From an optimization exercise on the open Yosys and OpenROAD flow, aimed at small area, a short achievable clock period and few clock cycles; shortcuts taken in it are not production practice.
At most, simulation tests tie the RTL to the original design; equivalence was not proved.
No functional check of the RTL was part of run 1.

<file path="design/flow/run.sh">
#!/bin/bash
# synth_recipe.tcl (not shown) runs the flow's synth.tcl, then flattens the netlist and writes it again
# the make line also repeats each setting of config.mk as NAME=value (left out here)
make -C /OpenROAD-flow-scripts/flow DESIGN_CONFIG=/design/flow/config.mk WORK_HOME=/design/flow/orfs CLKGATE_MAP_FILE= SYNTH_SCRIPT=/design/flow/synth_recipe.tcl finish
</file>
<file path="design/flow/design.v">
module PSE (clk, reset, Xin, Yin, point_num, valid, Xout, Yout);
input clk;
input reset;
input [9:0] Xin;
input [9:0] Yin;
input [2:0] point_num;
output reg valid;
output reg [9:0] Xout;
output reg [9:0] Yout;
localparam ST_IN = 2'd0, ST_PAIR = 2'd1, ST_OUT = 2'd2, ST_GAP = 2'd3;
reg [1:0] st;
reg [2:0] nreg;      
reg [2:0] cnt;       
reg [1:0] len;       
reg [1:0] pos;       
reg [1:0] pc;        
reg [2:0] L0, L1, L2;
reg [5:1] asel;      
reg [4:1] bsel;      
reg [19:0] S0;
reg [19:0] S1, S2, S3, S4, S5;
wire [19:0] A = ({20{asel[1]}} & S1) | ({20{asel[2]}} & S2) | ({20{asel[3]}} & S3) |
                ({20{asel[4]}} & S4) | ({20{asel[5]}} & S5);
wire [19:0] B = ({20{bsel[1]}} & S1) | ({20{bsel[2]}} & S2) | ({20{bsel[3]}} & S3) |
                ({20{bsel[4]}} & S4);
wire bef;    
wire [10:0] ax = {1'b0, A[19:10]} - {1'b0, S0[19:10]};
wire [10:0] ay = {1'b0, A[9:0]} - {1'b0, S0[9:0]};
wire [10:0] bx = {1'b0, B[19:10]} - {1'b0, S0[19:10]};
wire [10:0] by = {1'b0, B[9:0]} - {1'b0, S0[9:0]};
pse_cmp cmp (.ax(ax), .ay(ay), .bx(bx), .by(by), .bef(bef));
wire [5:1] hi_oh = {nreg == 3'd6, nreg == 3'd5, nreg == 3'd4, nreg == 3'd3, 1'b0};
wire [5:1] lo_oh = {1'b0, nreg == 3'd6, nreg == 3'd5, nreg == 3'd4, nreg == 3'd3};
wire [2:0] ins = {1'b0, len} + 3'd1;
wire ins_act = (st == ST_IN) && (ins + 3'd3 <= nreg) && (ins < cnt) && (cnt != 3'd0);
wire at_end = (pos == len - 2'd1);
wire ins_done = ins_act && (bef || at_end);
wire [1:0] q = bef ? pos : pos + 2'd1;     
wire lrem = (pos != len);
wire prem = (pc != 2'd2);
wire sel_a = prem && (!lrem || bef);
wire last_out = (pos + pc + 3'd2 == {1'b0, len} + 3'd3) ;    
reg [2:0] Ln0, Ln1, Ln2, lp;
always @(*) begin
	Ln0 = L0; Ln1 = L1; Ln2 = L2;
	if (ins_done) begin
		if (q == 2'd0) Ln0 = ins;
		if (q == 2'd1) Ln1 = ins; else if (q < 2'd1) Ln1 = L0;
		if (q == 2'd2) Ln2 = ins; else if (q < 2'd2) Ln2 = L1;
	end
end
always @(*) begin
	case (pos)
		2'd0: lp = L1;
		default: lp = L2;
	endcase
end
always @(posedge clk) begin
	if (st == ST_IN) begin
		case (cnt)
			3'd0: S0 <= {Xin, Yin};
			3'd1: S1 <= {Xin, Yin};
			3'd2: S2 <= {Xin, Yin};
			3'd3: S3 <= {Xin, Yin};
			3'd4: S4 <= {Xin, Yin};
			default: S5 <= {Xin, Yin};
		endcase
		if (cnt == 3'd0) nreg <= point_num;
	end
	if (st == ST_PAIR)
		{Xout, Yout} <= S0;
	else
		{Xout, Yout} <= ({20{sel_a}} & A) | ({20{!sel_a}} & B);
end
always @(posedge clk) begin
	if (reset || st == ST_GAP) begin
		st <= ST_IN;
		cnt <= 3'd0;
		pos <= 2'd0;
		pc <= 2'd0;
		L0 <= 3'd1;
		asel <= 5'b00010;
		bsel <= 4'b0001;
		valid <= 1'b0;
	end else begin
		L0 <= Ln0; L1 <= Ln1; L2 <= Ln2;
		case (st)
			ST_IN: begin
				valid <= 1'b0;
				cnt <= cnt + 3'd1;
				if (cnt == 3'd0) len <= (point_num == 3'd3) ? 2'd0 : 2'd1;
				if (ins_done) begin
					len <= len + 2'd1;
					pos <= 2'd0;
					asel <= {asel[4:1], 1'b0};
					bsel <= (q == 2'd0) ? asel[4:1] : (1'b1 << (L0 - 3'd1));
				end else if (ins_act) begin
					pos <= pos + 2'd1;
					bsel <= 1'b1 << (lp - 3'd1);
				end
				if (cnt != 3'd0 && cnt == nreg - 3'd1) begin
					st <= ST_PAIR;
					asel <= hi_oh;
					bsel <= lo_oh[4:1];
				end
			end
			ST_PAIR: begin
				valid <= 1'b1;
				st <= ST_OUT;
				pos <= 2'd0;
				asel <= bef ? hi_oh : lo_oh;
				bsel <= 1'b1 << (L0 - 3'd1);
			end
			default: begin
				valid <= 1'b1;
				if (sel_a) begin
					pc <= pc + 2'd1;
					asel <= (hi_oh | lo_oh) & ~asel;
				end else begin
					pos <= pos + 2'd1;
					bsel <= 1'b1 << (lp - 3'd1);
				end
				if (last_out) st <= ST_GAP;
			end
		endcase
	end
end
endmodule
module pse_cmp (ax, ay, bx, by, bef);
input [10:0] ax, ay, bx, by;
output bef;
wire ao1;
wire at2;
wire an3;
wire ap4;
wire ap5;
wire ap6;
wire ap7;
wire ap8;
wire ap9;
wire ap10;
wire ap11;
wire ap12;
wire ap13;
wire ap14;
wire ap15;
wire ao16;
wire at17;
wire an18;
wire ap19;
wire ap20;
wire ap21;
wire ap22;
wire ap23;
wire ap24;
wire ap25;
wire ap26;
wire ap27;
wire ap28;
wire ap29;
wire ap30;
wire ao31;
wire at32;
wire an33;
wire ap34;
wire ap35;
wire ap36;
wire ap37;
wire ap38;
wire ap39;
wire ap40;
wire ap41;
wire ap42;
wire ap43;
wire ap44;
wire ap45;
wire ao46;
wire at47;
wire an48;
wire ap49;
wire ap50;
wire ap51;
wire ap52;
wire ap53;
wire ap54;
wire ap55;
wire ap56;
wire ap57;
wire ap58;
wire ap59;
wire ap60;
wire ao61;
wire at62;
wire an63;
wire ap64;
wire ap65;
wire ap66;
wire ap67;
wire ap68;
wire ap69;
wire ap70;
wire ap71;
wire ap72;
wire ap73;
wire ap74;
wire ap75;
wire ao76;
wire at77;
wire an78;
wire ap79;
wire ap80;
wire ap81;
wire ap82;
wire ap83;
wire ap84;
wire ap85;
wire ap86;
wire ap87;
wire ap88;
wire ap89;
wire ap90;
wire bo91;
wire bt92;
wire bn93;
wire bp94;
wire bp95;
wire bp96;
wire bp97;
wire bp98;
wire bp99;
wire bp100;
wire bp101;
wire bp102;
wire bp103;
wire bp104;
wire bp105;
wire bo106;
wire bt107;
wire bn108;
wire bp109;
wire bp110;
wire bp111;
wire bp112;
wire bp113;
wire bp114;
wire bp115;
wire bp116;
wire bp117;
wire bp118;
wire bp119;
wire bp120;
wire bo121;
wire bt122;
wire bn123;
wire bp124;
wire bp125;
wire bp126;
wire bp127;
wire bp128;
wire bp129;
wire bp130;
wire bp131;
wire bp132;
wire bp133;
wire bp134;
wire bp135;
wire bo136;
wire bt137;
wire bn138;
wire bp139;
wire bp140;
wire bp141;
wire bp142;
wire bp143;
wire bp144;
wire bp145;
wire bp146;
wire bp147;
wire bp148;
wire bp149;
wire bp150;
wire bo151;
wire bt152;
wire bn153;
wire bp154;
wire bp155;
wire bp156;
wire bp157;
wire bp158;
wire bp159;
wire bp160;
wire bp161;
wire bp162;
wire bp163;
wire bp164;
wire bp165;
wire bo166;
wire bt167;
wire bn168;
wire bp169;
wire bp170;
wire bp171;
wire bp172;
wire bp173;
wire bp174;
wire bp175;
wire bp176;
wire bp177;
wire bp178;
wire bp179;
wire bp180;
wire k181;
wire k182;
wire k183;
wire k184;
wire k185;
wire k186;
wire s187;
wire c188;
wire s189;
wire c190;
wire s191;
wire c192;
wire s193;
wire c194;
wire s195;
wire c196;
wire s197;
wire c198;
wire s199;
wire c200;
wire s201;
wire c202;
wire s203;
wire c204;
wire s205;
wire c206;
wire s207;
wire c208;
wire s209;
wire c210;
wire s211;
wire c212;
wire s213;
wire c214;
wire s215;
wire c216;
wire s217;
wire c218;
wire s219;
wire c220;
wire s221;
wire c222;
wire s223;
wire c224;
wire s225;
wire c226;
wire s227;
wire c228;
wire s229;
wire c230;
wire s231;
wire c232;
wire s233;
wire c234;
wire s235;
wire c236;
wire s237;
wire c238;
wire s239;
wire c240;
wire s241;
wire c242;
wire s243;
wire c244;
wire s245;
wire c246;
wire s247;
wire c248;
wire s249;
wire c250;
wire s251;
wire c252;
wire s253;
wire c254;
wire s255;
wire c256;
wire s257;
wire c258;
wire s259;
wire c260;
wire s261;
wire c262;
wire s263;
wire c264;
wire s265;
wire c266;
wire s267;
wire c268;
wire s269;
wire c270;
wire s271;
wire c272;
wire s273;
wire c274;
wire s275;
wire c276;
wire s277;
wire c278;
wire s279;
wire c280;
wire s281;
wire c282;
wire s283;
wire c284;
wire s285;
wire c286;
wire s287;
wire c288;
wire s289;
wire c290;
wire s291;
wire c292;
wire s293;
wire c294;
wire s295;
wire c296;
wire s297;
wire c298;
wire s299;
wire c300;
wire s301;
wire c302;
wire s303;
wire c304;
wire s305;
wire c306;
wire s307;
wire c308;
wire s309;
wire c310;
wire s311;
wire c312;
wire s313;
wire c314;
wire s315;
wire c316;
wire s317;
wire c318;
wire s319;
wire c320;
wire s321;
wire c322;
wire s323;
wire c324;
wire s325;
wire c326;
wire s327;
wire c328;
wire s329;
wire c330;
wire s331;
wire c332;
wire s333;
wire c334;
wire s335;
wire c336;
wire s337;
wire c338;
wire s339;
wire c340;
wire s341;
wire c342;
wire s343;
wire c344;
wire s345;
wire c346;
wire s347;
wire c348;
wire s349;
wire c350;
wire s351;
wire c352;
wire s353;
wire c354;
wire s355;
wire c356;
wire s357;
wire c358;
wire s359;
wire c360;
wire s361;
wire c362;
wire s363;
wire c364;
wire s365;
wire c366;
wire s367;
wire c368;
wire s369;
wire c370;
wire s371;
wire c372;
wire s373;
wire c374;
wire s375;
wire c376;
wire s377;
wire c378;
wire s379;
wire c380;
wire s381;
wire c382;
wire s383;
wire c384;
wire s385;
wire c386;
wire s387;
wire c388;
wire s389;
wire c390;
wire s391;
wire c392;
wire s393;
wire c394;
wire s395;
wire c396;
wire s397;
wire c398;
wire s399;
wire c400;
wire s401;
wire c402;
wire s403;
wire c404;
wire s405;
wire c406;
wire s407;
wire c408;
wire s409;
wire c410;
wire s411;
wire c412;
wire s413;
wire c414;
wire s415;
wire c416;
wire s417;
wire c418;
wire s419;
wire c420;
wire s421;
wire c422;
wire s423;
wire c424;
wire s425;
wire c426;
wire s427;
wire c428;
wire s429;
wire c430;
wire s431;
wire c432;
wire s433;
wire c434;
wire s435;
wire c436;
wire s437;
wire c438;
wire s439;
wire c440;
wire s441;
wire c442;
wire s443;
wire c444;
wire s445;
wire c446;
wire s447;
wire c448;
wire s449;
wire c450;
wire s451;
wire c452;
wire s453;
wire c454;
wire s455;
wire c456;
wire s457;
wire c458;
wire s459;
wire c460;
assign ao1 = ax[0] ^ 1'b0;
assign at2 = (ax[1] & ~ax[0] & ~1'b0) | (~ax[1] & ax[0] & 1'b0);
assign an3 = ax[1];
assign ap4 = ((ao1 & by[0]) | (at2 & 1'b0)) ^ an3;
assign ap5 = ((ao1 & by[1]) | (at2 & by[0])) ^ an3;
assign ap6 = ((ao1 & by[2]) | (at2 & by[1])) ^ an3;
assign ap7 = ((ao1 & by[3]) | (at2 & by[2])) ^ an3;
assign ap8 = ((ao1 & by[4]) | (at2 & by[3])) ^ an3;
assign ap9 = ((ao1 & by[5]) | (at2 & by[4])) ^ an3;
assign ap10 = ((ao1 & by[6]) | (at2 & by[5])) ^ an3;
assign ap11 = ((ao1 & by[7]) | (at2 & by[6])) ^ an3;
assign ap12 = ((ao1 & by[8]) | (at2 & by[7])) ^ an3;
assign ap13 = ((ao1 & by[9]) | (at2 & by[8])) ^ an3;
assign ap14 = ((ao1 & by[10]) | (at2 & by[9])) ^ an3;
assign ap15 = ~(((ao1 & by[10]) | (at2 & by[10])) ^ an3);
assign ao16 = ax[2] ^ ax[1];
assign at17 = (ax[3] & ~ax[2] & ~ax[1]) | (~ax[3] & ax[2] & ax[1]);
assign an18 = ax[3];
assign ap19 = ((ao16 & by[0]) | (at17 & 1'b0)) ^ an18;
assign ap20 = ((ao16 & by[1]) | (at17 & by[0])) ^ an18;
assign ap21 = ((ao16 & by[2]) | (at17 & by[1])) ^ an18;
assign ap22 = ((ao16 & by[3]) | (at17 & by[2])) ^ an18;
assign ap23 = ((ao16 & by[4]) | (at17 & by[3])) ^ an18;
assign ap24 = ((ao16 & by[5]) | (at17 & by[4])) ^ an18;
assign ap25 = ((ao16 & by[6]) | (at17 & by[5])) ^ an18;
assign ap26 = ((ao16 & by[7]) | (at17 & by[6])) ^ an18;
assign ap27 = ((ao16 & by[8]) | (at17 & by[7])) ^ an18;
assign ap28 = ((ao16 & by[9]) | (at17 & by[8])) ^ an18;
assign ap29 = ((ao16 & by[10]) | (at17 & by[9])) ^ an18;
assign ap30 = ~(((ao16 & by[10]) | (at17 & by[10])) ^ an18);
assign ao31 = ax[4] ^ ax[3];
assign at32 = (ax[5] & ~ax[4] & ~ax[3]) | (~ax[5] & ax[4] & ax[3]);
assign an33 = ax[5];
assign ap34 = ((ao31 & by[0]) | (at32 & 1'b0)) ^ an33;
assign ap35 = ((ao31 & by[1]) | (at32 & by[0])) ^ an33;
assign ap36 = ((ao31 & by[2]) | (at32 & by[1])) ^ an33;
assign ap37 = ((ao31 & by[3]) | (at32 & by[2])) ^ an33;
assign ap38 = ((ao31 & by[4]) | (at32 & by[3])) ^ an33;
assign ap39 = ((ao31 & by[5]) | (at32 & by[4])) ^ an33;
assign ap40 = ((ao31 & by[6]) | (at32 & by[5])) ^ an33;
assign ap41 = ((ao31 & by[7]) | (at32 & by[6])) ^ an33;
assign ap42 = ((ao31 & by[8]) | (at32 & by[7])) ^ an33;
assign ap43 = ((ao31 & by[9]) | (at32 & by[8])) ^ an33;
assign ap44 = ((ao31 & by[10]) | (at32 & by[9])) ^ an33;
assign ap45 = ~(((ao31 & by[10]) | (at32 & by[10])) ^ an33);
assign ao46 = ax[6] ^ ax[5];
assign at47 = (ax[7] & ~ax[6] & ~ax[5]) | (~ax[7] & ax[6] & ax[5]);
assign an48 = ax[7];
assign ap49 = ((ao46 & by[0]) | (at47 & 1'b0)) ^ an48;
assign ap50 = ((ao46 & by[1]) | (at47 & by[0])) ^ an48;
assign ap51 = ((ao46 & by[2]) | (at47 & by[1])) ^ an48;
assign ap52 = ((ao46 & by[3]) | (at47 & by[2])) ^ an48;
assign ap53 = ((ao46 & by[4]) | (at47 & by[3])) ^ an48;
assign ap54 = ((ao46 & by[5]) | (at47 & by[4])) ^ an48;
assign ap55 = ((ao46 & by[6]) | (at47 & by[5])) ^ an48;
assign ap56 = ((ao46 & by[7]) | (at47 & by[6])) ^ an48;
assign ap57 = ((ao46 & by[8]) | (at47 & by[7])) ^ an48;
assign ap58 = ((ao46 & by[9]) | (at47 & by[8])) ^ an48;
assign ap59 = ((ao46 & by[10]) | (at47 & by[9])) ^ an48;
assign ap60 = ~(((ao46 & by[10]) | (at47 & by[10])) ^ an48);
assign ao61 = ax[8] ^ ax[7];
assign at62 = (ax[9] & ~ax[8] & ~ax[7]) | (~ax[9] & ax[8] & ax[7]);
assign an63 = ax[9];
assign ap64 = ((ao61 & by[0]) | (at62 & 1'b0)) ^ an63;
assign ap65 = ((ao61 & by[1]) | (at62 & by[0])) ^ an63;
assign ap66 = ((ao61 & by[2]) | (at62 & by[1])) ^ an63;
assign ap67 = ((ao61 & by[3]) | (at62 & by[2])) ^ an63;
assign ap68 = ((ao61 & by[4]) | (at62 & by[3])) ^ an63;
assign ap69 = ((ao61 & by[5]) | (at62 & by[4])) ^ an63;
assign ap70 = ((ao61 & by[6]) | (at62 & by[5])) ^ an63;
assign ap71 = ((ao61 & by[7]) | (at62 & by[6])) ^ an63;
assign ap72 = ((ao61 & by[8]) | (at62 & by[7])) ^ an63;
assign ap73 = ((ao61 & by[9]) | (at62 & by[8])) ^ an63;
assign ap74 = ((ao61 & by[10]) | (at62 & by[9])) ^ an63;
assign ap75 = ~(((ao61 & by[10]) | (at62 & by[10])) ^ an63);
assign ao76 = ax[10] ^ ax[9];
assign at77 = (ax[10] & ~ax[10] & ~ax[9]) | (~ax[10] & ax[10] & ax[9]);
assign an78 = ax[10];
assign ap79 = ((ao76 & by[0]) | (at77 & 1'b0)) ^ an78;
assign ap80 = ((ao76 & by[1]) | (at77 & by[0])) ^ an78;
assign ap81 = ((ao76 & by[2]) | (at77 & by[1])) ^ an78;
assign ap82 = ((ao76 & by[3]) | (at77 & by[2])) ^ an78;
assign ap83 = ((ao76 & by[4]) | (at77 & by[3])) ^ an78;
assign ap84 = ((ao76 & by[5]) | (at77 & by[4])) ^ an78;
assign ap85 = ((ao76 & by[6]) | (at77 & by[5])) ^ an78;
assign ap86 = ((ao76 & by[7]) | (at77 & by[6])) ^ an78;
assign ap87 = ((ao76 & by[8]) | (at77 & by[7])) ^ an78;
assign ap88 = ((ao76 & by[9]) | (at77 & by[8])) ^ an78;
assign ap89 = ((ao76 & by[10]) | (at77 & by[9])) ^ an78;
assign ap90 = ~(((ao76 & by[10]) | (at77 & by[10])) ^ an78);
assign bo91 = ay[0] ^ 1'b0;
assign bt92 = (ay[1] & ~ay[0] & ~1'b0) | (~ay[1] & ay[0] & 1'b0);
assign bn93 = ~ay[1];
assign bp94 = ((bo91 & bx[0]) | (bt92 & 1'b0)) ^ bn93;
assign bp95 = ((bo91 & bx[1]) | (bt92 & bx[0])) ^ bn93;
assign bp96 = ((bo91 & bx[2]) | (bt92 & bx[1])) ^ bn93;
assign bp97 = ((bo91 & bx[3]) | (bt92 & bx[2])) ^ bn93;
assign bp98 = ((bo91 & bx[4]) | (bt92 & bx[3])) ^ bn93;
assign bp99 = ((bo91 & bx[5]) | (bt92 & bx[4])) ^ bn93;
assign bp100 = ((bo91 & bx[6]) | (bt92 & bx[5])) ^ bn93;
assign bp101 = ((bo91 & bx[7]) | (bt92 & bx[6])) ^ bn93;
assign bp102 = ((bo91 & bx[8]) | (bt92 & bx[7])) ^ bn93;
assign bp103 = ((bo91 & bx[9]) | (bt92 & bx[8])) ^ bn93;
assign bp104 = ((bo91 & bx[10]) | (bt92 & bx[9])) ^ bn93;
assign bp105 = ~(((bo91 & bx[10]) | (bt92 & bx[10])) ^ bn93);
assign bo106 = ay[2] ^ ay[1];
assign bt107 = (ay[3] & ~ay[2] & ~ay[1]) | (~ay[3] & ay[2] & ay[1]);
assign bn108 = ~ay[3];
assign bp109 = ((bo106 & bx[0]) | (bt107 & 1'b0)) ^ bn108;
assign bp110 = ((bo106 & bx[1]) | (bt107 & bx[0])) ^ bn108;
assign bp111 = ((bo106 & bx[2]) | (bt107 & bx[1])) ^ bn108;
assign bp112 = ((bo106 & bx[3]) | (bt107 & bx[2])) ^ bn108;
assign bp113 = ((bo106 & bx[4]) | (bt107 & bx[3])) ^ bn108;
assign bp114 = ((bo106 & bx[5]) | (bt107 & bx[4])) ^ bn108;
assign bp115 = ((bo106 & bx[6]) | (bt107 & bx[5])) ^ bn108;
assign bp116 = ((bo106 & bx[7]) | (bt107 & bx[6])) ^ bn108;
assign bp117 = ((bo106 & bx[8]) | (bt107 & bx[7])) ^ bn108;
assign bp118 = ((bo106 & bx[9]) | (bt107 & bx[8])) ^ bn108;
assign bp119 = ((bo106 & bx[10]) | (bt107 & bx[9])) ^ bn108;
assign bp120 = ~(((bo106 & bx[10]) | (bt107 & bx[10])) ^ bn108);
assign bo121 = ay[4] ^ ay[3];
assign bt122 = (ay[5] & ~ay[4] & ~ay[3]) | (~ay[5] & ay[4] & ay[3]);
assign bn123 = ~ay[5];
assign bp124 = ((bo121 & bx[0]) | (bt122 & 1'b0)) ^ bn123;
assign bp125 = ((bo121 & bx[1]) | (bt122 & bx[0])) ^ bn123;
assign bp126 = ((bo121 & bx[2]) | (bt122 & bx[1])) ^ bn123;
assign bp127 = ((bo121 & bx[3]) | (bt122 & bx[2])) ^ bn123;
assign bp128 = ((bo121 & bx[4]) | (bt122 & bx[3])) ^ bn123;
assign bp129 = ((bo121 & bx[5]) | (bt122 & bx[4])) ^ bn123;
assign bp130 = ((bo121 & bx[6]) | (bt122 & bx[5])) ^ bn123;
assign bp131 = ((bo121 & bx[7]) | (bt122 & bx[6])) ^ bn123;
assign bp132 = ((bo121 & bx[8]) | (bt122 & bx[7])) ^ bn123;
assign bp133 = ((bo121 & bx[9]) | (bt122 & bx[8])) ^ bn123;
assign bp134 = ((bo121 & bx[10]) | (bt122 & bx[9])) ^ bn123;
assign bp135 = ~(((bo121 & bx[10]) | (bt122 & bx[10])) ^ bn123);
assign bo136 = ay[6] ^ ay[5];
assign bt137 = (ay[7] & ~ay[6] & ~ay[5]) | (~ay[7] & ay[6] & ay[5]);
assign bn138 = ~ay[7];
assign bp139 = ((bo136 & bx[0]) | (bt137 & 1'b0)) ^ bn138;
assign bp140 = ((bo136 & bx[1]) | (bt137 & bx[0])) ^ bn138;
assign bp141 = ((bo136 & bx[2]) | (bt137 & bx[1])) ^ bn138;
assign bp142 = ((bo136 & bx[3]) | (bt137 & bx[2])) ^ bn138;
assign bp143 = ((bo136 & bx[4]) | (bt137 & bx[3])) ^ bn138;
assign bp144 = ((bo136 & bx[5]) | (bt137 & bx[4])) ^ bn138;
assign bp145 = ((bo136 & bx[6]) | (bt137 & bx[5])) ^ bn138;
assign bp146 = ((bo136 & bx[7]) | (bt137 & bx[6])) ^ bn138;
assign bp147 = ((bo136 & bx[8]) | (bt137 & bx[7])) ^ bn138;
assign bp148 = ((bo136 & bx[9]) | (bt137 & bx[8])) ^ bn138;
assign bp149 = ((bo136 & bx[10]) | (bt137 & bx[9])) ^ bn138;
assign bp150 = ~(((bo136 & bx[10]) | (bt137 & bx[10])) ^ bn138);
assign bo151 = ay[8] ^ ay[7];
assign bt152 = (ay[9] & ~ay[8] & ~ay[7]) | (~ay[9] & ay[8] & ay[7]);
assign bn153 = ~ay[9];
assign bp154 = ((bo151 & bx[0]) | (bt152 & 1'b0)) ^ bn153;
assign bp155 = ((bo151 & bx[1]) | (bt152 & bx[0])) ^ bn153;
assign bp156 = ((bo151 & bx[2]) | (bt152 & bx[1])) ^ bn153;
assign bp157 = ((bo151 & bx[3]) | (bt152 & bx[2])) ^ bn153;
assign bp158 = ((bo151 & bx[4]) | (bt152 & bx[3])) ^ bn153;
assign bp159 = ((bo151 & bx[5]) | (bt152 & bx[4])) ^ bn153;
assign bp160 = ((bo151 & bx[6]) | (bt152 & bx[5])) ^ bn153;
assign bp161 = ((bo151 & bx[7]) | (bt152 & bx[6])) ^ bn153;
assign bp162 = ((bo151 & bx[8]) | (bt152 & bx[7])) ^ bn153;
assign bp163 = ((bo151 & bx[9]) | (bt152 & bx[8])) ^ bn153;
assign bp164 = ((bo151 & bx[10]) | (bt152 & bx[9])) ^ bn153;
assign bp165 = ~(((bo151 & bx[10]) | (bt152 & bx[10])) ^ bn153);
assign bo166 = ay[10] ^ ay[9];
assign bt167 = (ay[10] & ~ay[10] & ~ay[9]) | (~ay[10] & ay[10] & ay[9]);
assign bn168 = ~ay[10];
assign bp169 = ((bo166 & bx[0]) | (bt167 & 1'b0)) ^ bn168;
assign bp170 = ((bo166 & bx[1]) | (bt167 & bx[0])) ^ bn168;
assign bp171 = ((bo166 & bx[2]) | (bt167 & bx[1])) ^ bn168;
assign bp172 = ((bo166 & bx[3]) | (bt167 & bx[2])) ^ bn168;
assign bp173 = ((bo166 & bx[4]) | (bt167 & bx[3])) ^ bn168;
assign bp174 = ((bo166 & bx[5]) | (bt167 & bx[4])) ^ bn168;
assign bp175 = ((bo166 & bx[6]) | (bt167 & bx[5])) ^ bn168;
assign bp176 = ((bo166 & bx[7]) | (bt167 & bx[6])) ^ bn168;
assign bp177 = ((bo166 & bx[8]) | (bt167 & bx[7])) ^ bn168;
assign bp178 = ((bo166 & bx[9]) | (bt167 & bx[8])) ^ bn168;
assign bp179 = ((bo166 & bx[10]) | (bt167 & bx[9])) ^ bn168;
assign bp180 = ~(((bo166 & bx[10]) | (bt167 & bx[10])) ^ bn168);
assign k181 = ~bp171;
assign k182 = ~bp171;
assign k183 = ~bp174;
assign k184 = ~bp176;
assign k185 = ~bp178;
assign k186 = ~bp180;
assign s187 = ap14 ^ ap27;
assign c188 = ap14 & ap27;
assign s189 = ap10 ^ ap23;
assign c190 = ap10 & ap23;
assign s191 = ap12 ^ ap25 ^ ap38;
assign c192 = (ap12 & ap25) | (ap12 & ap38) | (ap25 & ap38);
assign s193 = ap51 ^ ap64;
assign c194 = ap51 & ap64;
assign s195 = ap13 ^ ap26 ^ ap39;
assign c196 = (ap13 & ap26) | (ap13 & ap39) | (ap26 & ap39);
assign s197 = ap52 ^ ap65;
assign c198 = ap52 & ap65;
assign s199 = s187 ^ ap40 ^ ap53;
assign c200 = (s187 & ap40) | (s187 & ap53) | (ap40 & ap53);
assign s201 = ap66 ^ ap79 ^ an78;
assign c202 = (ap66 & ap79) | (ap66 & an78) | (ap79 & an78);
assign s203 = bp104 ^ bp117 ^ bp130;
assign c204 = (bp104 & bp117) | (bp104 & bp130) | (bp117 & bp130);
assign s205 = c188 ^ ap15 ^ ap28;
assign c206 = (c188 & ap15) | (c188 & ap28) | (ap15 & ap28);
assign s207 = ap41 ^ ap54 ^ ap67;
assign c208 = (ap41 & ap54) | (ap41 & ap67) | (ap54 & ap67);
assign s209 = ap80 ^ bp105 ^ bp118;
assign c210 = (ap80 & bp105) | (ap80 & bp118) | (bp105 & bp118);
assign s211 = bp131 ^ bp144;
assign c212 = bp131 & bp144;
assign s213 = ap29 ^ ap42 ^ ap55;
assign c214 = (ap29 & ap42) | (ap29 & ap55) | (ap42 & ap55);
assign s215 = ap68 ^ ap81 ^ bp119;
assign c216 = (ap68 & ap81) | (ap68 & bp119) | (ap81 & bp119);
assign s217 = bp132 ^ bp145;
assign c218 = bp132 & bp145;
assign s219 = ap30 ^ ap43 ^ ap56;
assign c220 = (ap30 & ap43) | (ap30 & ap56) | (ap43 & ap56);
assign s221 = ap69 ^ ap82 ^ bp120;
assign c222 = (ap69 & ap82) | (ap69 & bp120) | (ap82 & bp120);
assign s223 = bp133 ^ bp146;
assign c224 = bp133 & bp146;
assign s225 = ap44 ^ ap57 ^ ap70;
assign c226 = (ap44 & ap57) | (ap44 & ap70) | (ap57 & ap70);
assign s227 = ap83 ^ bp134;
assign c228 = ap83 & bp134;
assign s229 = ap45 ^ ap58;
assign c230 = ap45 & ap58;
assign s231 = ap8 ^ ap21 ^ ap34;
assign c232 = (ap8 & ap21) | (ap8 & ap34) | (ap21 & ap34);
assign s233 = ap9 ^ ap22;
assign c234 = ap9 & ap22;
assign s235 = s189 ^ ap36 ^ ap49;
assign c236 = (s189 & ap36) | (s189 & ap49) | (ap36 & ap49);
assign s237 = an48 ^ bp100 ^ bp113;
assign c238 = (an48 & bp100) | (an48 & bp113) | (bp100 & bp113);
assign s239 = c190 ^ ap11 ^ ap24;
assign c240 = (c190 & ap11) | (c190 & ap24) | (ap11 & ap24);
assign s241 = ap37 ^ ap50 ^ bp101;
assign c242 = (ap37 & ap50) | (ap37 & bp101) | (ap50 & bp101);
assign s243 = bp114 ^ bp127;
assign c244 = bp114 & bp127;
assign s245 = s191 ^ s193 ^ an63;
assign c246 = (s191 & s193) | (s191 & an63) | (s193 & an63);
assign s247 = bp102 ^ bp115 ^ bp128;
assign c248 = (bp102 & bp115) | (bp102 & bp128) | (bp115 & bp128);
assign s249 = bp141 ^ bp154 ^ bn153;
assign c250 = (bp141 & bp154) | (bp141 & bn153) | (bp154 & bn153);
assign s251 = c192 ^ c194 ^ s195;
assign c252 = (c192 & c194) | (c192 & s195) | (c194 & s195);
assign s253 = s197 ^ bp103 ^ bp116;
assign c254 = (s197 & bp103) | (s197 & bp116) | (bp103 & bp116);
assign s255 = bp129 ^ bp142 ^ bp155;
assign c256 = (bp129 & bp142) | (bp129 & bp155) | (bp142 & bp155);
assign s257 = c196 ^ c198 ^ s199;
assign c258 = (c196 & c198) | (c196 & s199) | (c198 & s199);
assign s259 = s201 ^ s203 ^ bp143;
assign c260 = (s201 & s203) | (s201 & bp143) | (s203 & bp143);
assign s261 = bp156 ^ bp169 ^ bn168;
assign c262 = (bp156 & bp169) | (bp156 & bn168) | (bp169 & bn168);
assign s263 = c200 ^ c202 ^ c204;
assign c264 = (c200 & c202) | (c200 & c204) | (c202 & c204);
assign s265 = s205 ^ s207 ^ s209;
assign c266 = (s205 & s207) | (s205 & s209) | (s207 & s209);
assign s267 = s211 ^ bp157 ^ bp170;
assign c268 = (s211 & bp157) | (s211 & bp170) | (bp157 & bp170);
assign s269 = c206 ^ c208 ^ c210;
assign c270 = (c206 & c208) | (c206 & c210) | (c208 & c210);
assign s271 = c212 ^ s213 ^ s215;
assign c272 = (c212 & s213) | (c212 & s215) | (s213 & s215);
assign s273 = s217 ^ bp158 ^ k181;
assign c274 = (s217 & bp158) | (s217 & k181) | (bp158 & k181);
assign s275 = c214 ^ c216 ^ c218;
assign c276 = (c214 & c216) | (c214 & c218) | (c216 & c218);
assign s277 = s219 ^ s221 ^ s223;
assign c278 = (s219 & s221) | (s219 & s223) | (s221 & s223);
assign s279 = bp159 ^ bp172 ^ k182;
assign c280 = (bp159 & bp172) | (bp159 & k182) | (bp172 & k182);
assign s281 = c220 ^ c222 ^ c224;
assign c282 = (c220 & c222) | (c220 & c224) | (c222 & c224);
assign s283 = s225 ^ s227 ^ bp147;
assign c284 = (s225 & s227) | (s225 & bp147) | (s227 & bp147);
assign s285 = bp160 ^ bp173 ^ bp171;
assign c286 = (bp160 & bp173) | (bp160 & bp171) | (bp173 & bp171);
assign s287 = c226 ^ c228 ^ s229;
assign c288 = (c226 & c228) | (c226 & s229) | (c228 & s229);
assign s289 = ap71 ^ ap84 ^ bp135;
assign c290 = (ap71 & ap84) | (ap71 & bp135) | (ap84 & bp135);
assign s291 = bp148 ^ bp161 ^ k183;
assign c292 = (bp148 & bp161) | (bp148 & k183) | (bp161 & k183);
assign s293 = c230 ^ ap59 ^ ap72;
assign c294 = (c230 & ap59) | (c230 & ap72) | (ap59 & ap72);
assign s295 = ap85 ^ bp149 ^ bp162;
assign c296 = (ap85 & bp149) | (ap85 & bp162) | (bp149 & bp162);
assign s297 = bp175 ^ bp174;
assign c298 = bp175 & bp174;
assign s299 = ap60 ^ ap73 ^ ap86;
assign c300 = (ap60 & ap73) | (ap60 & ap86) | (ap73 & ap86);
assign s301 = bp150 ^ bp163;
assign c302 = bp150 & bp163;
assign s303 = ap74 ^ ap87;
assign c304 = ap74 & ap87;
assign s305 = ap6 ^ ap19 ^ an18;
assign c306 = (ap6 & ap19) | (ap6 & an18) | (ap19 & an18);
assign s307 = ap7 ^ ap20;
assign c308 = ap7 & ap20;
assign s309 = s231 ^ an33 ^ bp98;
assign c310 = (s231 & an33) | (s231 & bp98) | (an33 & bp98);
assign s311 = bp111 ^ bp124;
assign c312 = bp111 & bp124;
assign s313 = c232 ^ s233 ^ ap35;
assign c314 = (c232 & s233) | (c232 & ap35) | (s233 & ap35);
assign s315 = bp99 ^ bp112 ^ bp125;
assign c316 = (bp99 & bp112) | (bp99 & bp125) | (bp112 & bp125);
assign s317 = c234 ^ s235 ^ s237;
assign c318 = (c234 & s235) | (c234 & s237) | (s235 & s237);
assign s319 = bp126 ^ bp139 ^ bn138;
assign c320 = (bp126 & bp139) | (bp126 & bn138) | (bp139 & bn138);
assign s321 = c236 ^ c238 ^ s239;
assign c322 = (c236 & c238) | (c236 & s239) | (c238 & s239);
assign s323 = s241 ^ s243 ^ bp140;
assign c324 = (s241 & s243) | (s241 & bp140) | (s243 & bp140);
assign s325 = c240 ^ c242 ^ c244;
assign c326 = (c240 & c242) | (c240 & c244) | (c242 & c244);
assign s327 = s245 ^ s247 ^ s249;
assign c328 = (s245 & s247) | (s245 & s249) | (s247 & s249);
assign s329 = c246 ^ c248 ^ c250;
assign c330 = (c246 & c248) | (c246 & c250) | (c248 & c250);
assign s331 = s251 ^ s253 ^ s255;
assign c332 = (s251 & s253) | (s251 & s255) | (s253 & s255);
assign s333 = c252 ^ c254 ^ c256;
assign c334 = (c252 & c254) | (c252 & c256) | (c254 & c256);
assign s335 = s257 ^ s259 ^ s261;
assign c336 = (s257 & s259) | (s257 & s261) | (s259 & s261);
assign s337 = c258 ^ c260 ^ c262;
assign c338 = (c258 & c260) | (c258 & c262) | (c260 & c262);
assign s339 = s263 ^ s265 ^ s267;
assign c340 = (s263 & s265) | (s263 & s267) | (s265 & s267);
assign s341 = c264 ^ c266 ^ c268;
assign c342 = (c264 & c266) | (c264 & c268) | (c266 & c268);
assign s343 = s269 ^ s271 ^ s273;
assign c344 = (s269 & s271) | (s269 & s273) | (s271 & s273);
assign s345 = c270 ^ c272 ^ c274;
assign c346 = (c270 & c272) | (c270 & c274) | (c272 & c274);
assign s347 = s275 ^ s277 ^ s279;
assign c348 = (s275 & s277) | (s275 & s279) | (s277 & s279);
assign s349 = c276 ^ c278 ^ c280;
assign c350 = (c276 & c278) | (c276 & c280) | (c278 & c280);
assign s351 = s281 ^ s283 ^ s285;
assign c352 = (s281 & s283) | (s281 & s285) | (s283 & s285);
assign s353 = c282 ^ c284 ^ c286;
assign c354 = (c282 & c284) | (c282 & c286) | (c284 & c286);
assign s355 = s287 ^ s289 ^ s291;
assign c356 = (s287 & s289) | (s287 & s291) | (s289 & s291);
assign s357 = c288 ^ c290 ^ c292;
assign c358 = (c288 & c290) | (c288 & c292) | (c290 & c292);
assign s359 = s293 ^ s295 ^ s297;
assign c360 = (s293 & s295) | (s293 & s297) | (s295 & s297);
assign s361 = c294 ^ c296 ^ c298;
assign c362 = (c294 & c296) | (c294 & c298) | (c296 & c298);
assign s363 = s299 ^ s301 ^ k184;
assign c364 = (s299 & s301) | (s299 & k184) | (s301 & k184);
assign s365 = c300 ^ c302 ^ s303;
assign c366 = (c300 & c302) | (c300 & s303) | (c302 & s303);
assign s367 = bp164 ^ bp177 ^ bp176;
assign c368 = (bp164 & bp177) | (bp164 & bp176) | (bp177 & bp176);
assign s369 = c304 ^ ap75 ^ ap88;
assign c370 = (c304 & ap75) | (c304 & ap88) | (ap75 & ap88);
assign s371 = bp165 ^ k185;
assign c372 = bp165 & k185;
assign s373 = ap89 ^ bp179;
assign c374 = ap89 & bp179;
assign s375 = ap4 ^ an3;
assign c376 = ap4 & an3;
assign s377 = s305 ^ bp96;
assign c378 = s305 & bp96;
assign s379 = c306 ^ s307 ^ bp97;
assign c380 = (c306 & s307) | (c306 & bp97) | (s307 & bp97);
assign s381 = c308 ^ s309 ^ s311;
assign c382 = (c308 & s309) | (c308 & s311) | (s309 & s311);
assign s383 = c310 ^ c312 ^ s313;
assign c384 = (c310 & c312) | (c310 & s313) | (c312 & s313);
assign s385 = c314 ^ c316 ^ s317;
assign c386 = (c314 & c316) | (c314 & s317) | (c316 & s317);
assign s387 = c318 ^ c320 ^ s321;
assign c388 = (c318 & c320) | (c318 & s321) | (c320 & s321);
assign s389 = c322 ^ c324 ^ s325;
assign c390 = (c322 & c324) | (c322 & s325) | (c324 & s325);
assign s391 = c326 ^ c328 ^ s329;
assign c392 = (c326 & c328) | (c326 & s329) | (c328 & s329);
assign s393 = c330 ^ c332 ^ s333;
assign c394 = (c330 & c332) | (c330 & s333) | (c332 & s333);
assign s395 = c334 ^ c336 ^ s337;
assign c396 = (c334 & c336) | (c334 & s337) | (c336 & s337);
assign s397 = c338 ^ c340 ^ s341;
assign c398 = (c338 & c340) | (c338 & s341) | (c340 & s341);
assign s399 = c342 ^ c344 ^ s345;
assign c400 = (c342 & c344) | (c342 & s345) | (c344 & s345);
assign s401 = c346 ^ c348 ^ s349;
assign c402 = (c346 & c348) | (c346 & s349) | (c348 & s349);
assign s403 = c350 ^ c352 ^ s353;
assign c404 = (c350 & c352) | (c350 & s353) | (c352 & s353);
assign s405 = c354 ^ c356 ^ s357;
assign c406 = (c354 & c356) | (c354 & s357) | (c356 & s357);
assign s407 = c358 ^ c360 ^ s361;
assign c408 = (c358 & c360) | (c358 & s361) | (c360 & s361);
assign s409 = c362 ^ c364 ^ s365;
assign c410 = (c362 & c364) | (c362 & s365) | (c364 & s365);
assign s411 = c366 ^ c368 ^ s369;
assign c412 = (c366 & c368) | (c366 & s369) | (c368 & s369);
assign s413 = c370 ^ c372 ^ s373;
assign c414 = (c370 & c372) | (c370 & s373) | (c372 & s373);
assign s415 = c374 ^ ap90;
assign c416 = c374 & ap90;
assign s417 = s375 ^ bp94;
assign c418 = s375 & bp94;
assign s419 = c376 ^ ap5 ^ bp95;
assign c420 = (c376 & ap5) | (c376 & bp95) | (ap5 & bp95);
assign s421 = s377 ^ bp109 ^ bn108;
assign c422 = (s377 & bp109) | (s377 & bn108) | (bp109 & bn108);
assign s423 = c378 ^ s379 ^ bp110;
assign c424 = (c378 & s379) | (c378 & bp110) | (s379 & bp110);
assign s425 = c380 ^ s381 ^ bn123;
assign c426 = (c380 & s381) | (c380 & bn123) | (s381 & bn123);
assign s427 = c382 ^ s383 ^ s315;
assign c428 = (c382 & s383) | (c382 & s315) | (s383 & s315);
assign s429 = c384 ^ s385 ^ s319;
assign c430 = (c384 & s385) | (c384 & s319) | (s385 & s319);
assign s431 = c386 ^ s387 ^ s323;
assign c432 = (c386 & s387) | (c386 & s323) | (s387 & s323);
assign s433 = c388 ^ s389 ^ s327;
assign c434 = (c388 & s389) | (c388 & s327) | (s389 & s327);
assign s435 = c390 ^ s391 ^ s331;
assign c436 = (c390 & s391) | (c390 & s331) | (s391 & s331);
assign s437 = c392 ^ s393 ^ s335;
assign c438 = (c392 & s393) | (c392 & s335) | (s393 & s335);
assign s439 = c394 ^ s395 ^ s339;
assign c440 = (c394 & s395) | (c394 & s339) | (s395 & s339);
assign s441 = c396 ^ s397 ^ s343;
assign c442 = (c396 & s397) | (c396 & s343) | (s397 & s343);
assign s443 = c398 ^ s399 ^ s347;
assign c444 = (c398 & s399) | (c398 & s347) | (s399 & s347);
assign s445 = c400 ^ s401 ^ s351;
assign c446 = (c400 & s401) | (c400 & s351) | (s401 & s351);
assign s447 = c402 ^ s403 ^ s355;
assign c448 = (c402 & s403) | (c402 & s355) | (s403 & s355);
assign s449 = c404 ^ s405 ^ s359;
assign c450 = (c404 & s405) | (c404 & s359) | (s405 & s359);
assign s451 = c406 ^ s407 ^ s363;
assign c452 = (c406 & s407) | (c406 & s363) | (s407 & s363);
assign s453 = c408 ^ s409 ^ s367;
assign c454 = (c408 & s409) | (c408 & s367) | (s409 & s367);
assign s455 = c410 ^ s411 ^ s371;
assign c456 = (c410 & s411) | (c410 & s371) | (s411 & s371);
assign s457 = c412 ^ s413 ^ bp178;
assign c458 = (c412 & s413) | (c412 & bp178) | (s413 & bp178);
assign s459 = c414 ^ s415 ^ k186;
assign c460 = (c414 & s415) | (c414 & k186) | (s415 & k186);
wire [21:0] r1 = {c458, c456, c454, c452, c450, c448, c446, c444, c442, c440, c438, c436, c434, c432, c430, c428, c426, c424, c422, c420, c418, s417};
wire [21:0] r2 = {s459, s457, s455, s453, s451, s449, s447, s445, s443, s441, s439, s437, s435, s433, s431, s429, s427, s425, s423, s421, s419, bn93};
wire [21:0] sum = r1 + r2;
assign bef = sum[21];
endmodule
</file>
<file path="design/flow/constraint.sdc">
create_clock -name core_clock -period 35.0 [get_ports {clk}]
set_input_delay 7.0000 -clock core_clock [delete_from_list [all_inputs] [get_ports {clk}]]
set_output_delay 7.0000 -clock core_clock [all_outputs]
set_load 0.01 [all_outputs]
</file>
<file path="design/flow/config.mk">
export PLATFORM = sky130hd
export DESIGN_NAME = PSE
export DESIGN_NICKNAME = PSE
export VERILOG_FILES = /design/flow/design.v
export SDC_FILE = /design/flow/constraint.sdc
export NUM_CORES = 4
export LEC_CHECK = 0
export ABC_AREA = 1
export CAP_MARGIN = 50
export CORE_MARGIN = 2
export CORE_UTILIZATION = 60
export SLEW_MARGIN = 85
</file>
==> qor.tcl, run 1 <==
set qor(outcome) {no timing/DRC/antenna violations}
set qor(layout.filler_cells) 1832
set qor(synth_area_leaders) {sky130_fd_sc_hd__edfxtp_1 25%, sky130_fd_sc_hd__fa_1 14%, sky130_fd_sc_hd__ha_1 8.2%}
set qor(combined_area_of_the_multi_input_logic_cells_um2) 11380
set qor(final_cells) 2273
set qor(area_delta_synth_final_pct) 27.05
set qor(number_of_enable_type_register_cells_in_the_synthesized_netlist) 131
set qor(worstPathRequired_ns) 35.37
set qor(cts_resized) 0
set qor(yosys.area.top_type) {sky130_fd_sc_hd__edfxtp_1}
set qor(post-route-drc-count) 0
set qor(first_global_vias) 13330
set qor(grt_overflow) 0
set qor(grt_start_max_net_pins) 28
set qor(die_h_um) 165.5
set qor(cts_max_path_buffers) 2
set qor(syn_nets) 2060
set qor(final-setup-viol-count) 0
set qor(postCtsSetupRepairBufs) 0
set qor(worstPathCellList) {buf_2 -> a2111oi_4 -> clkdlybuf4s50_1 -> clkdlybuf4s50_1 -> clkdlybuf4s50_1 -> clkdlybuf4s50_1 -> clkdlybuf4s50_1 -> clkdlybuf4s50_1}
set qor(timing.reg2reg.worst_path_depth) 48
set qor(initial_utilization) 0.6055
set qor(slowest_delay_ns) 0.53
set qor(tns_ns) 0
set qor(syn_avg_cell_area_um2) 8.586
set qor(routabilityCongestion) 0.9812
set qor(critical_path_peak_fanout) 3
set qor(ctsRootBufferMaster) {sky130_fd_sc_hd__clkbuf_16}
set qor(ys_types) 52
set qor(worst_slew_pin_tran_ns) 0.2724
set qor(most_common_cell_on_crit_path) {sky130_fd_sc_hd__clkdlybuf4s50_1}
set qor(max_capacitance_violation_total) 0
set qor(maxUsedRoutingLayer) {met4}
set qor(finClkSkew_ns) 0.008988
set qor(hold-path-endpoint) {bsel[3]}
set qor(antenna_found_initial) 1
set qor(timing_max_transition_violations_final) 0
set qor(drt_pass1_iterations) 6
set qor(cts.hold.buffers_added) 0
set qor(placeableCoreArea_um2) 25840
set qor(timing.rr.end) {bsel[3]}
set qor(route.antenna.remaining_nets) 0
set qor(ratio_of_cells_with_drive_above_1_in_the_final_layout) 0.2642
set qor(slew_margin_rel) 0.8184
set qor(clk_pin_slew_ns) 0.07
set qor(worstSkewPairLatency_ns) 0.44
set qor(finalCritPeriodShare) 0.2843
set qor(ys_dominant_reg_cell) {sky130_fd_sc_hd__edfxtp_1}
set qor(num_antenna_cells) 0
set qor(worstHoldPathCells) 2
set qor(critPathBufInv) 7
set qor(numClockSinks) 173
set qor(synth_top_area_frac) 0.2515
set qor(worstSetupStartpointType) {input pin}
set qor(storage_element_area_um2) 4805
set qor(die_width_um) 165.5
set qor(final_core_util) 0.7692
set qor(maxClockFrequency_ghz) 0.1005
set qor(ctsHtreeMaxLevel) 4
set qor(cts_inserted_buffers) 17
set qor(placed_instances) 2220
set qor(postSynth.asyncResetShare) 0
set qor(timing.critical_path.arrival_ns) 10.32
set qor(met1Wirelength_um) 18210
set qor(postSynthCellCount) 1822
set qor(pin_count) 46
set qor(hpwlAfterDp_um) 35580
set qor(detailroute.via_count) 13461
set qor(unrepaired_setup_endpoints_after_global_routing) {false}
set qor(synth_seq_area_share) 0.3052
set qor(kind_of_end_point_of_the_critical_path) {register}
set qor(r2r-start) {asel[2]}
set qor(worst_path_dominant_cell_family) {buffers and inverters}
set qor(layout.nets) 2163
set qor(worst_hold_startpoint) {bsel[3]}
set qor(number_of_violations_reported_at_the_end_of_detailed_routing_iteration_0) 1044
set qor(first_pass_grt_wire_length_um) 70370
set qor(worst_hold_path_type) {reg2reg}
set qor(finalWorstPathRequiredPeriod_ns) 9.952
set qor(wl_per_cell_um) 20.19
set qor(yosys_warnings) 1
set qor(critical_path_class) {in2reg}
set qor(met3_routed_wirelength_um) 3192
set qor(hold_vio_cnt_final) 0
set qor(total_of_flip_flops_plus_latches_after_synthesis) 173
set qor(placement.io_buffers) 45
set qor(cts_tree) {done}
set qor(crit_path_top_delay_cell) {sky130_fd_sc_hd__clkdlybuf4s50_1}
set qor(drt-total-wl_um) 45890
set qor(ff2ff_setup_slack_ns) 25.26
set qor(grt_use_total) 0.3375
set qor(syn_area_um2) 15640
set qor(die_area_um2) 27380
set qor(wl_met2_um) 22230
set qor(via_per_inst) 5.922
set qor(floorplan.rows) 59
==> per-stage QoR <==
stage / hold WS, ns / setup WS [ns] / instance area, µm²
finish: 0.5140 / 25.05 / 19880
CTS: 0.4996 / 25.41 / 19070
global route: 0.5410 / 24.68 / 19880
floorplan: 0.4506 / 26.90 / 15640
detailed placement: 0.4882 / 25.42 / 18460
global placement: 0.4898 / 25.37 / 16400
==> worst max-delay path by stage <==
stage	start	to	cells past startpoint
floorplan	reset	L2[0]	4
global placement	asel[2]	asel[2]	42
detailed placement	asel[2]	bsel[3]	47
CTS	asel[2]	bsel[3]	47
global route	asel[2]	bsel[3]	48
finish	reset	st[0]	8
==> cells by family after synthesis <==
group / Yosys count / synth area share
AO/OA/AOI/OAI: 426 / 0.1650
XOR/XNOR: 140 / 0.08054
adder cells (fa/ha/maj): 213 / 0.2236
buffers and inverters: 417 / 0.1017
flip-flops: 173 / 0.3052
AND/OR/NAND/NOR: 453 / 0.1240
==> cell type report <==
class / instances / share of cell area
multi-input combinational: 1232 / 0.5727
clock inverter: 15 / 0.009128
clock buffer: 17 / 0.02140
tap: 335 / 0.02109
inverter: 349 / 0.07070
timing repair buffer: 152 / 0.06327
sequential: 173 / 0.2417
==> flip-flops by register name, indices dropped and copies added (netlist names), 3 cells and up <==
signal / flops
nreg: 3
S5: 20
asel: 5
Xout: 10
L1: 3
cnt: 3
S1: 20
Yout: 10
L2: 3
L0: 3
S2: 20
bsel: 4
S0: 20
S3: 20
S4: 20
==> synthesized netlist by cell type, types with 20 or more instances <==
| cell type | count |
|---|---|
| sky130_fd_sc_hd__inv_1 | 329 |
| sky130_fd_sc_hd__nand2_1 | 272 |
| sky130_fd_sc_hd__edfxtp_1 | 131 |
| sky130_fd_sc_hd__xor2_1 | 118 |
| sky130_fd_sc_hd__o21ai_0 | 113 |
| sky130_fd_sc_hd__fa_1 | 111 |
| sky130_fd_sc_hd__o22ai_1 | 110 |
| sky130_fd_sc_hd__ha_1 | 102 |
| sky130_fd_sc_hd__a21oi_1 | 97 |
| sky130_fd_sc_hd__nor2_1 | 84 |
| sky130_fd_sc_hd__clkbuf_1 | 52 |
| sky130_fd_sc_hd__nand3_1 | 45 |
| sky130_fd_sc_hd__dfxtp_1 | 42 |
| sky130_fd_sc_hd__a221oi_1 | 22 |
| sky130_fd_sc_hd__o211ai_1 | 21 |
| sky130_fd_sc_hd__a22o_1 | 20 |
==> layout by cell type (no fill, tap or decap), types with 9 or more instances in the layout <==
master	instances
sky130_fd_sc_hd__a21oi_1	78
sky130_fd_sc_hd__a21oi_2	16
sky130_fd_sc_hd__a221oi_2	14
sky130_fd_sc_hd__a22o_1	20
sky130_fd_sc_hd__buf_1	12
sky130_fd_sc_hd__buf_2	32
sky130_fd_sc_hd__buf_4	20
sky130_fd_sc_hd__buf_8	11
sky130_fd_sc_hd__clkbuf_16	17
sky130_fd_sc_hd__clkbuf_2	10
sky130_fd_sc_hd__clkdlybuf4s50_1	47
sky130_fd_sc_hd__dfxtp_1	30
sky130_fd_sc_hd__edfxtp_1	131
sky130_fd_sc_hd__fa_1	107
sky130_fd_sc_hd__ha_1	83
sky130_fd_sc_hd__ha_2	14
sky130_fd_sc_hd__inv_1	310
sky130_fd_sc_hd__inv_2	10
sky130_fd_sc_hd__inv_4	12
sky130_fd_sc_hd__inv_6	9
sky130_fd_sc_hd__nand2_1	246
sky130_fd_sc_hd__nand2_4	25
sky130_fd_sc_hd__nand3_1	42
sky130_fd_sc_hd__nand3_2	9
sky130_fd_sc_hd__nor2_1	46
sky130_fd_sc_hd__nor2_2	35
sky130_fd_sc_hd__o211ai_1	21
sky130_fd_sc_hd__o21ai_0	41
sky130_fd_sc_hd__o21ai_1	44
sky130_fd_sc_hd__o21ai_2	29
sky130_fd_sc_hd__o21ai_4	16
sky130_fd_sc_hd__o22ai_1	61
sky130_fd_sc_hd__o22ai_2	47
sky130_fd_sc_hd__or2_2	9
sky130_fd_sc_hd__xnor2_2	10
sky130_fd_sc_hd__xor2_1	74
sky130_fd_sc_hd__xor2_2	40
==> tightest hold or removal path, cell delays in order (launching register included) <==
cell and delay (ns):
sky130_fd_sc_hd__dfxtp_4 0.35, sky130_fd_sc_hd__nand2_1 0.06, sky130_fd_sc_hd__a21oi_1 0.06
==> metal layers <==
layer  GRT usage  vias up
met3     0.05544      173
met4      0.1720        0
met5           0        -
met1      0.4223     6443
met2      0.5660      615
li1            -     6230
==> run 2, diff against run 1 <==
--- a/design/flow/design.v
+++ b/design/flow/design.v
@@ -17,44 +17,95 @@
 reg [2:0] L0, L1, L2;
 reg [5:1] asel;      
 reg [4:1] bsel;      
-reg [19:0] S0;
-reg [19:0] S1, S2, S3, S4, S5;
+reg [19:0] S0, S1, S2, S3, S4, S5;
 wire [19:0] A = ({20{asel[1]}} & S1) | ({20{asel[2]}} & S2) | ({20{asel[3]}} & S3) |
                 ({20{asel[4]}} & S4) | ({20{asel[5]}} & S5);
 wire [19:0] B = ({20{bsel[1]}} & S1) | ({20{bsel[2]}} & S2) | ({20{bsel[3]}} & S3) |
                 ({20{bsel[4]}} & S4);
-wire bef;    
 wire [10:0] ax = {1'b0, A[19:10]} - {1'b0, S0[19:10]};
 wire [10:0] ay = {1'b0, A[9:0]} - {1'b0, S0[9:0]};
 wire [10:0] bx = {1'b0, B[19:10]} - {1'b0, S0[19:10]};
 wire [10:0] by = {1'b0, B[9:0]} - {1'b0, S0[9:0]};
+wire bef;    
 pse_cmp cmp (.ax(ax), .ay(ay), .bx(bx), .by(by), .bef(bef));
 wire [5:1] hi_oh = {nreg == 3'd6, nreg == 3'd5, nreg == 3'd4, nreg == 3'd3, 1'b0};
 wire [5:1] lo_oh = {1'b0, nreg == 3'd6, nreg == 3'd5, nreg == 3'd4, nreg == 3'd3};
 wire [2:0] ins = {1'b0, len} + 3'd1;
-wire ins_act = (st == ST_IN) && (ins + 3'd3 <= nreg) && (ins < cnt) && (cnt != 3'd0);
+wire ins_act = (st == ST_IN) && (ins + 3'd3 <= nreg) && (ins < cnt);
 wire at_end = (pos == len - 2'd1);
-wire ins_done = ins_act && (bef || at_end);
-wire [1:0] q = bef ? pos : pos + 2'd1;     
+wire take_last = (st == ST_IN) && (cnt != 3'd0) && (cnt == nreg - 3'd1);
 wire lrem = (pos != len);
 wire prem = (pc != 2'd2);
-wire sel_a = prem && (!lrem || bef);
-wire last_out = (pos + pc + 3'd2 == {1'b0, len} + 3'd3) ;    
-reg [2:0] Ln0, Ln1, Ln2, lp;
-always @(*) begin
-	Ln0 = L0; Ln1 = L1; Ln2 = L2;
-	if (ins_done) begin
-		if (q == 2'd0) Ln0 = ins;
-		if (q == 2'd1) Ln1 = ins; else if (q < 2'd1) Ln1 = L0;
-		if (q == 2'd2) Ln2 = ins; else if (q < 2'd2) Ln2 = L1;
+wire last_out = ({1'b0, pos} + {1'b0, pc} == {1'b0, len} + 3'd1);   
+wire [2:0] lp = (pos == 2'd0) ? L1 : L2;
+wire [4:1] lp_oh = {1'b0, lp == 3'd3, lp == 3'd2, lp == 3'd1};
+wire [4:1] l0_oh = {1'b0, L0 == 3'd3, L0 == 3'd2, L0 == 3'd1};
+localparam NW = 9 + 2 + 2 + 2 + 5 + 4 + 2 + 1 + 1;
+function [NW-1:0] nxt;
+	input b;
+	reg [2:0] n0, n1, n2;
+	reg [1:0] nlen, npos, npc, nst;
+	reg [5:1] nasel;
+	reg [4:1] nbsel;
+	reg nvalid, sela;
+	reg [1:0] q;
+	begin
+		n0 = L0; n1 = L1; n2 = L2;
+		nlen = len; npos = pos; npc = pc; nst = st;
+		nasel = asel; nbsel = bsel; nvalid = 1'b0; sela = 1'b0;
+		case (st)
+			ST_IN: begin
+				if (ins_act) begin
+					if (b || at_end) begin
+						q = b ? pos : pos + 2'd1;    
+						if (q == 2'd0) n0 = ins;
+						if (q == 2'd1) n1 = ins; else if (q < 2'd1) n1 = L0;
+						if (q == 2'd2) n2 = ins; else if (q < 2'd2) n2 = L1;
+						nlen = len + 2'd1;
+						npos = 2'd0;
+						nasel = {asel[4:1], 1'b0};
+						nbsel = (q == 2'd0) ? asel[4:1] : l0_oh;
+					end else begin
+						npos = pos + 2'd1;
+						nbsel = lp_oh;
+					end
+				end
+				if (take_last) begin
+					nst = ST_PAIR;
+					nasel = hi_oh;
+					nbsel = lo_oh[4:1];
+				end
+			end
+			ST_PAIR: begin
+				nvalid = 1'b1;
+				nst = ST_OUT;
+				npos = 2'd0;
+				nasel = b ? hi_oh : lo_oh;
+				nbsel = l0_oh;
+			end
+			ST_OUT: begin
+				nvalid = 1'b1;
+				sela = prem && (!lrem || b);
+				if (sela) begin
+					npc = pc + 2'd1;
+					nasel = (hi_oh | lo_oh) & ~asel;
+				end else begin
+					npos = pos + 2'd1;
+					nbsel = lp_oh;
+				end
+				if (last_out) nst = ST_GAP;
+			end
+			default: begin
+				nst = ST_IN;
+			end
+		endcase
+		nxt = {n0, n1, n2, nlen, npos, npc, nasel, nbsel, nst, nvalid, sela};
 	end
-end
-always @(*) begin
-	case (pos)
-		2'd0: lp = L1;
-		default: lp = L2;
-	endcase
-end
+endfunction
+wire [NW-1:0] nx0 = nxt(1'b0);
+wire [NW-1:0] nx1 = nxt(1'b1);
+wire [NW-1:0] nx = bef ? nx1 : nx0;
+wire sel_a = nx[0];
 always @(posedge clk) begin
 	if (st == ST_IN) begin
 		case (cnt)
@@ -65,64 +116,33 @@
 			3'd4: S4 <= {Xin, Yin};
 			default: S5 <= {Xin, Yin};
 		endcase
-		if (cnt == 3'd0) nreg <= point_num;
 	end
 	if (st == ST_PAIR)
 		{Xout, Yout} <= S0;
 	else
 		{Xout, Yout} <= ({20{sel_a}} & A) | ({20{!sel_a}} & B);
-end
-always @(posedge clk) begin
-	if (reset || st == ST_GAP) begin
-		st <= ST_IN;
-		cnt <= 3'd0;
+	if (st == ST_IN && cnt == 3'd0) begin
+		nreg <= point_num;
+		len <= (point_num == 3'd3) ? 2'd0 : 2'd1;
 		pos <= 2'd0;
 		pc <= 2'd0;
 		L0 <= 3'd1;
 		asel <= 5'b00010;
 		bsel <= 4'b0001;
+	end else begin
+		{L0, L1, L2, len, pos, pc, asel, bsel} <= nx[NW-1:4];
+	end
+end
+always @(posedge clk) begin
+	if (reset) begin
+		st <= ST_IN;
+		cnt <= 3'd0;
 		valid <= 1'b0;
 	end else begin
-		L0 <= Ln0; L1 <= Ln1; L2 <= Ln2;
-		case (st)
-			ST_IN: begin
-				valid <= 1'b0;
-				cnt <= cnt + 3'd1;
-				if (cnt == 3'd0) len <= (point_num == 3'd3) ? 2'd0 : 2'd1;
-				if (ins_done) begin
-					len <= len + 2'd1;
-					pos <= 2'd0;
-					asel <= {asel[4:1], 1'b0};
-					bsel <= (q == 2'd0) ? asel[4:1] : (1'b1 << (L0 - 3'd1));
-				end else if (ins_act) begin
-					pos <= pos + 2'd1;
-					bsel <= 1'b1 << (lp - 3'd1);
-				end
-				if (cnt != 3'd0 && cnt == nreg - 3'd1) begin
-					st <= ST_PAIR;
-					asel <= hi_oh;
-					bsel <= lo_oh[4:1];
-				end
-			end
-			ST_PAIR: begin
-				valid <= 1'b1;
-				st <= ST_OUT;
-				pos <= 2'd0;
-				asel <= bef ? hi_oh : lo_oh;
-				bsel <= 1'b1 << (L0 - 3'd1);
-			end
-			default: begin
-				valid <= 1'b1;
-				if (sel_a) begin
-					pc <= pc + 2'd1;
-					asel <= (hi_oh | lo_oh) & ~asel;
-				end else begin
-					pos <= pos + 2'd1;
-					bsel <= 1'b1 << (lp - 3'd1);
-				end
-				if (last_out) st <= ST_GAP;
-			end
-		endcase
+		st <= nx[3:2];
+		valid <= nx[1];
+		if (st == ST_IN) cnt <= cnt + 3'd1;
+		else if (st == ST_GAP) cnt <= 3'd0;
 	end
 end
 endmodule
--- a/design/flow/config.mk
+++ b/design/flow/config.mk
@@ -6,7 +6,7 @@
 export NUM_CORES = 4
 export LEC_CHECK = 0
 export ABC_AREA = 1
-export CAP_MARGIN = 50
+export CAP_MARGIN = 20
 export CORE_MARGIN = 2
 export CORE_UTILIZATION = 60
-export SLEW_MARGIN = 85
+export SLEW_MARGIN = 40
==> run 2 against run 1 <==
  * Still clean
  * Final area decreased by 10%
  * Register-to-register slack improved by 0.24 ns
  * Sequential share of layout area increased by 2.6 points
  * Clock-buffer cell count unchanged
  * Wire length increased by 1.3%
  * Global-route usage decreased by 1.3 points
  * Utilization decreased by 11 points
  * Critical path type is now reg2reg
  * Largest cell class unchanged
==> qor.tcl, run 2 <==
set qor(first_pass_grt_wire_length_um) 71480 ;# +1.6%
set qor(die_width_um) 169.7 ;# +2.6%
set qor(maxClockFrequency_ghz) 0.1053 ;# +4.7%
set qor(hold-path-endpoint) {pc[0]}
set qor(timing.reg2reg.worst_path_depth) 39 ;# -19%
set qor(syn_area_um2) 16480 ;# +5.3%
set qor(cts_inserted_buffers) 17 ;# unchanged
set qor(numClockSinks) 173 ;# unchanged
set qor(max_capacitance_violation_total) 0 ;# unchanged
set qor(worstPathRequired_ns) 35.31 ;# -0.06 ns
set qor(timing_max_transition_violations_final) 0 ;# unchanged
set qor(crit_path_top_delay_cell) {sky130_fd_sc_hd__inv_1}
set qor(cts.hold.buffers_added) 0 ;# unchanged
set qor(wl_per_cell_um) 19.48 ;# -3.5%
set qor(ys_dominant_reg_cell) {sky130_fd_sc_hd__edfxtp_1}
set qor(layout.filler_cells) 2343 ;# +28%
set qor(final_core_util) 0.6620 ;# -0.1072
set qor(critical_path_class) {reg2reg}
set qor(kind_of_end_point_of_the_critical_path) {register}
set qor(clk_pin_slew_ns) 0.08 ;# about the same
set qor(worstSkewPairLatency_ns) 0.43 ;# about the same
set qor(placement.io_buffers) 45 ;# unchanged
set qor(synth_seq_area_share) 0.2898 ;# -0.01541
set qor(syn_nets) 2266 ;# +10%
set qor(hold-worst-slack_ns) 0.4923 ;# -0.02170 ns
set qor(ratio_of_cells_with_drive_above_1_in_the_final_layout) 0.06012 ;# -0.2041
set qor(cts_resized) 0 ;# unchanged
set qor(placeableCoreArea_um2) 26950 ;# +4.3%
set qor(num_antenna_cells) 0 ;# unchanged
set qor(slew_margin_rel) 0.4581 ;# -0.3603
set qor(r2r-start) {asel[2]}
set qor(number_of_violations_reported_at_the_end_of_detailed_routing_iteration_0) 1102 ;# +5.6%
set qor(total_of_flip_flops_plus_latches_after_synthesis) 173 ;# unchanged
set qor(ys_types) 57 ;# +9.6%
set qor(route.antenna.remaining_nets) 0 ;# unchanged
set qor(post-route-drc-count) 0 ;# unchanged
set qor(tns_ns) 0 ;# unchanged
set qor(synth_top_area_frac) 0.2388 ;# -0.01270
set qor(slowest_delay_ns) 0.61 ;# +0.08 ns
set qor(pin_count) 46 ;# unchanged
set qor(die_h_um) 169.7 ;# +2.6%
set qor(worst_slew_pin_tran_ns) 0.8109 ;# +0.5385 ns
set qor(yosys-top-cells-count) {400 x sky130_fd_sc_hd__nand2_1, 347 x sky130_fd_sc_hd__inv_1, 131 x sky130_fd_sc_hd__edfxtp_1, 114 x sky130_fd_sc_hd__xor2_1, 112 x sky130_fd_sc_hd__fa_1}
set qor(outcome) {no timing/DRC/antenna violations}
set qor(timing.critical_path.arrival_ns) 9.81 ;# -0.51 ns
set qor(yosys.area.top_type) {sky130_fd_sc_hd__edfxtp_1}
set qor(hpwlAfterDp_um) 35770 ;# +0.52%
## run 2: through the flow
step,setup WS [ns],instances,instance area (µm²)
after floorplan,27.46,2021,16480
after global placement,25.72,2355,17180
after detailed placement,25.66,2355,17200
after CTS,25.64,2387,17830
after global routing,24.89,2387,17840
final,25.50,2387,17840
## run 2: logic make-up (layout without fill, tap and decap cells)
kind of cell	count (synthesis)	in the layout	synth area share
XOR/XNOR	134	134	0.07169
AND/OR/NAND/NOR	654	654	0.1707
adder cells (fa/ha/maj)	220	220	0.2181
AO/OA/AOI/OAI	402	402	0.1450
flip-flops	173	173	0.2898
buffers and inverters	437	462	0.1041
multiplexers	1	1	0.0006076
## run 2: worst max-delay path by stage
stage                       startpoint  endpoint  slack, ns  cells past startpoint
after floorplan           point_num[1]    len[0]      27.46                      3
final                          asel[2]   Xout[3]      25.50                     39
after CTS                      asel[2]   Yout[4]      25.64                     39
after global routing           asel[2]   Yout[4]      24.89                     39
after detailed placement       asel[2]   Yout[4]      25.66                     39
after global placement         asel[2]   Yout[3]      25.72                     33
## run 2: cell type report
cell class | instances | area (µm²) | area share
flip-flops and latches | 173 | 4775 | 0.2676
clock buffers | 17 | 425.4 | 0.02384
repair buffers | 62 | 578.1 | 0.03240
inverters | 368 | 1381 | 0.07742
clock inverters | 15 | 212.7 | 0.01192
well taps | 341 | 426.7 | 0.02391
multi-input cells | 1411 | 10040 | 0.5629
## run 2: routing by layer
| layer | routed length (µm) | global-route usage | vias to the layer above |
|---|---|---|---|
| met2 | 22130 | 0.5496 | 624 |
| met5 | 0 | 0 | - |
| li1 | - | - | 6650 |
| met1 | 19020 | 0.4206 | 6456 |
| met4 | 1972 | 0.1431 | 0 |
| met3 | 3382 | 0.03731 | 118 |
## run 2: worst max-delay path: cells and delay by family, from the launching register on
| kind | cells | cell delay, ns |
|---|---|---|
| and+or+nand+nor | 17 | 3.26 |
| adders and majority gates | 7 | 3.14 |
| buffers and inverters | 7 | 1.50 |
| AOI/OAI and AO/OA | 7 | 0.93 |
| DFF | 1 | 0.36 |
| xor gates and xnor gates | 1 | 0.17 |
Testbench counts of run 2, summed over its fixed seeds: cycles 31,902.

## port drivers added, routing unchanged
No port has a modelled driver above. Below, the same layouts with a new extraction and two added sets of constraints. Step 1: set_driving_cell puts a clkbuf_16 on clk and a buf_2 on each other input, an assumption about the parent block. Step 2 also shifts input and output timing later by t, the mid clock arrival at the registers, as if the neighbouring blocks saw the same clock. Three values: ideal, step 1, step 2; two values: the first two.
| run | shift t [ns] | setup WS [ns] | worst setup path at the end | clock arrival spread, ns |
|---|---|---|---|---|
| run 1 | 0.479 | 25.048 / 25.070 / 24.591 | input to register | 0.009 / 0.009 |
| run 2 | 0.467 | 25.499 / 25.499 / 25.499 | register to register | 0.016 / 0.016 |
After both steps setup and hold are still met in every run listed. The setup slack of run 1, which loses most, moves by +0.022 ns with the drivers and by -0.457 ns with both steps.
